What follows belongs to an exercise in optimizing a design on an open flow for small area; a production flow would make more cautious choices. No driver is modelled on the clock port, so clocking that relies on it looks cheaper here than on a real chip.

Setup of run A:
==> flow/design.v <==
`timescale 1ns / 1ps
module ring_bank #(parameter L = 16, parameter RH = 120, parameter IB = 7) (
    input           clk,
    input  [7:0]    wdata,
    input  [IB-1:0] wr_idx,
    input           wr_hi,
    input  [IB-1:0] rd_idx,
    output [7:0]    mux_a,
    output [7:0]    mux_b
);
    wire [7:0] port_a [0:RH-1];
    wire [7:0] port_b [0:RH-1];
    genvar i;
    generate
        for (i = 0; i < RH; i = i + 1) begin : g_ring
            reg [8*L-1:0] ra, rb;
            wire we_a = !wr_hi && wr_idx == i;
            wire we_b =  wr_hi && wr_idx == i;
            always @(posedge clk) begin
                ra <= {we_a ? wdata : ra[7:0], ra[8*L-1:8]};
                rb <= {we_b ? wdata : rb[7:0], rb[8*L-1:8]};
            end
            assign port_a[i] = ra[7:0];
            assign port_b[i] = rb[7:0];
        end
    endgenerate
    assign mux_a = port_a[rd_idx];
    assign mux_b = port_b[rd_idx];
endmodule
`timescale 1ns / 1ps
module rgb2grey (
    input  [9:0] sum,
    output [7:0] grey
);
    assign grey = sum / 2'd3;
endmodule
`timescale 1ns / 1ps
module sobel (
    input         aclk,
    input         aresetn,
    input         v,
    input  [7:0]  p0,
    input  [7:0]  l1,
    input  [7:0]  l2,
    input         tuser,
    input         tlast,
    input  [31:0] threshold,
    output reg    m_axis_tvalid,
    output [23:0] m_axis_tdata,
    output reg    m_axis_tuser,
    output reg    m_axis_tlast
);
    reg       v1, u1, l1r, e_r;
    reg [7:0] a0, a1, a2;    
    reg [7:0] b0, b1, b2;    
    reg [7:0] c0, c1, c2;    
    always @(posedge aclk) begin
        if (!aresetn) begin
            a0 <= 0; a1 <= 0; a2 <= 0;
            b0 <= 0; b1 <= 0; b2 <= 0;
            c0 <= 0; c1 <= 0; c2 <= 0;
        end else if (v) begin
            a0 <= p0; a1 <= a0; a2 <= a1;
            b0 <= l1; b1 <= b0; b2 <= b1;
            c0 <= l2; c1 <= c0; c2 <= c1;
        end
    end
    always @(posedge aclk) begin
        v1 <= v; u1 <= tuser; l1r <= tlast;
        m_axis_tvalid <= v1;
        m_axis_tuser  <= u1;
        m_axis_tlast  <= l1r;
        e_r <= is_edge;
    end
    wire [9:0] hv0 = a0 + {a1, 1'b0} + a2;
    wire [9:0] hv1 = c0 + {c1, 1'b0} + c2;
    wire [9:0] hh0 = a0 + {b0, 1'b0} + c0;
    wire [9:0] hh1 = a2 + {b2, 1'b0} + c2;
    wire [9:0] t10 = threshold[9:0];
    wire big = |threshold[30:10];
    wire edge_v = ({1'b0, hv0} > hv1 + t10) | ({1'b0, hv1} > hv0 + t10);
    wire edge_h = ({1'b0, hh0} > hh1 + t10) | ({1'b0, hh1} > hh0 + t10);
    wire is_edge = threshold[31] | (~big & (edge_v | edge_h));
    assign m_axis_tdata = {24{e_r}};
endmodule
`timescale 1ns / 1ps
module edge_detect (
    input         aclk,
    input         aresetn,
    input  [23:0] s_axis_tdata,
    input         s_axis_tvalid,
    output        s_axis_tready,
    input         s_axis_tuser,
    input         s_axis_tlast,
    output        m_axis_tvalid,
    output [23:0] m_axis_tdata,
    input         m_axis_tready,
    output        m_axis_tuser,
    output        m_axis_tlast,
    input  [31:0] threshold
);
    localparam LB = 5;                  
    localparam L  = 1 << LB;            
    localparam R  = 3840 / L;           
    localparam RH = R / 2;              
    localparam IB = $clog2(RH);
    assign s_axis_tready = m_axis_tready;
    reg       v, u1, l1;
    reg [9:0] sum;
    always @(posedge aclk) begin
        v   <= s_axis_tvalid;
        u1  <= s_axis_tuser;
        l1  <= s_axis_tlast;
        sum <= s_axis_tdata[23:16] + s_axis_tdata[15:8] + s_axis_tdata[7:0];
    end
    wire [7:0] grey;
    rgb2grey u_grey (.sum(sum), .grey(grey));
    reg [LB-1:0] n_lo;
    reg [IB-1:0] n_idx;
    reg          n_hi;
    reg [LB-1:0] dlt;
    reg          f1, f2;                
    always @(posedge aclk) begin
        if (!aresetn) begin
            n_lo <= 0; n_idx <= 0; n_hi <= 1'b0; dlt <= 0;
            f1 <= 1'b0; f2 <= 1'b0;
        end else if (v) begin
            n_lo <= n_lo + 1'b1;
            if (&n_lo) begin
                if (n_idx == RH - 1) begin
                    n_idx <= 0;
                    n_hi  <= ~n_hi;
                    if (n_hi) f2 <= 1'b1; else f1 <= 1'b1;
                end else
                    n_idx <= n_idx + 1'b1;
            end
        end else
            dlt <= dlt + 1'b1;
    end
    wire [LB:0]  ph_sum = {1'b0, n_lo} + {1'b0, dlt};
    wire [LB-1:0] ph = ph_sum[LB-1:0];
    wire         cb = ph_sum[LB];
    wire [IB-1:0] rb_idx = (cb && n_idx == RH - 1) ? {IB{1'b0}} : n_idx + cb;
    wire          rb_hi  = (cb && n_idx == RH - 1) ? ~n_hi : n_hi;
    wire [IB-1:0] wr_idx = (rb_idx == 0) ? RH - 1 : rb_idx - 1'b1;
    wire          wr_hi  = (rb_idx == 0) ? ~rb_hi : rb_hi;
    reg [7:0] wbuf [0:L-1];
    genvar k;
    generate
        for (k = 0; k < L; k = k + 1) begin : g_wb
            always @(posedge aclk)
                if (v && n_lo == k) wbuf[k] <= grey;
        end
    endgenerate
    wire [7:0] wdata = wbuf[ph];
    wire [7:0] mux_a, mux_b;
    ring_bank #(.L(L), .RH(RH), .IB(IB)) u_bank (
        .clk(aclk), .wdata(wdata), .wr_idx(wr_idx), .wr_hi(wr_hi),
        .rd_idx(rb_idx), .mux_a(mux_a), .mux_b(mux_b));
    wire [7:0] port1 = rb_hi ? mux_a : mux_b;    
    wire [7:0] port2 = rb_hi ? mux_b : mux_a;    
    reg [7:0] pf1 [0:L-2];
    reg [7:0] pf2 [0:L-2];
    integer j;
    always @(posedge aclk) begin
        pf1[0] <= port1;
        pf2[0] <= port2;
        for (j = 1; j < L - 1; j = j + 1) begin
            pf1[j] <= pf1[j-1];
            pf2[j] <= pf2[j-1];
        end
    end
    wire [LB-1:0] dm1 = dlt - 1'b1;
    wire [7:0] line1 = (dlt == 0) ? port1 : pf1[dm1];
    wire [7:0] line2 = (dlt == 0) ? port2 : pf2[dm1];
    sobel u_sobel (
        .aclk(aclk), .aresetn(aresetn), .v(v),
        .p0(grey), .l1(f1 ? line1 : 8'd0), .l2(f2 ? line2 : 8'd0),
        .tuser(u1), .tlast(l1), .threshold(threshold),
        .m_axis_tvalid(m_axis_tvalid), .m_axis_tdata(m_axis_tdata),
        .m_axis_tuser(m_axis_tuser), .m_axis_tlast(m_axis_tlast));
endmodule
clock: 6.0 ns
lec_check: 0
cap_margin: 20
core_margin: 2
core_utilization: 50
cts_cluster_diameter: 80
cts_cluster_size: 35
place_density: 0.6
slew_margin: 20
run.sh (not shown) runs the stock make flow with config.mk's settings and CLKGATE_MAP_FILE= SYNTH_SCRIPT=/design/flow/synth_recipe.tcl, a recipe that flattens the netlist after the stock synthesis.
Run A: all stages done; final checks FAILED (setup timing).
Input changes introduced in run B (baseline for comparison: run A):
Settings: CORE_UTILIZATION changed from 50 to 70; PLACE_DENSITY changed from 0.6 to 0.78; CTS_CLUSTER_DIAMETER changed from 80 to 60.
## What came out
Run B: it failed with a tool error in detailed placement, so there are no final results. Run A -> run B: floorplan row count decreased by more than 10%. Comparing run B against run A, there is no change at all in async set or reset register ratio after synthesis. Changes observed in run B relative to run A: routability congestion estimate rose by about 7%, width of the die shows a reduction of about 15%, die height -about 15%.
Setup changes, run B to run C
Settings: CORE_UTILIZATION: 70 -> 60; PLACE_DENSITY: 0.78 -> 0.68.
==> results.txt <==
Run C finished all stages; however, its layout fails the closing checks, the failures being setup timing. Diff run B..run C | post-synthesis share of cell area spent on full adders, half adders and majority gates | unchanged. Starting density of the core down 10 points in run C wrt run B. Reported for run B and run C, post-synthesis average cell area turned out identical to the last digit. Weighted congestion at the end of routability-driven global placement | run C below run B. Comparing run C against run B, there is no change at all in gate count of the mapped netlist. As far as area after synthesis goes, run B and run C are indistinguishable; the numbers are identical. Run C against run B; height of the die is up by a little under 10%. Run B has lower site row count than run C.
No functional check of the RTL was part of any run of this note.

re-timing with driven ports:
In the flow no input, the clock included, has a driving cell. The finished layouts below were timed again as built, in two steps.
Step 1 (the two cells are an assumption about what drives the block):
set clk [get_ports {aclk}]
set_driving_cell -lib_cell sky130_fd_sc_hd__clkbuf_16 $clk
set_driving_cell -lib_cell sky130_fd_sc_hd__buf_2 [delete_from_list [all_inputs] $clk]
Step 2 also shifts input and output timing later by t, the mid clock arrival at the registers, as if the neighbouring blocks saw the same clock.
Three values: ideal, step 1, step 2; two values: the first two.
run | t (ns) | slack for setup (ns) | latest minus earliest clock arrival (ns) | worst slew at a driven data input, ns
run A | 1.447 | -0.308 / -0.308 / -0.308 | 0.142 / 0.143 | 0.06
run C | 1.418 | -0.107 / -0.107 / -0.107 | 0.182 / 0.182 | 0.06
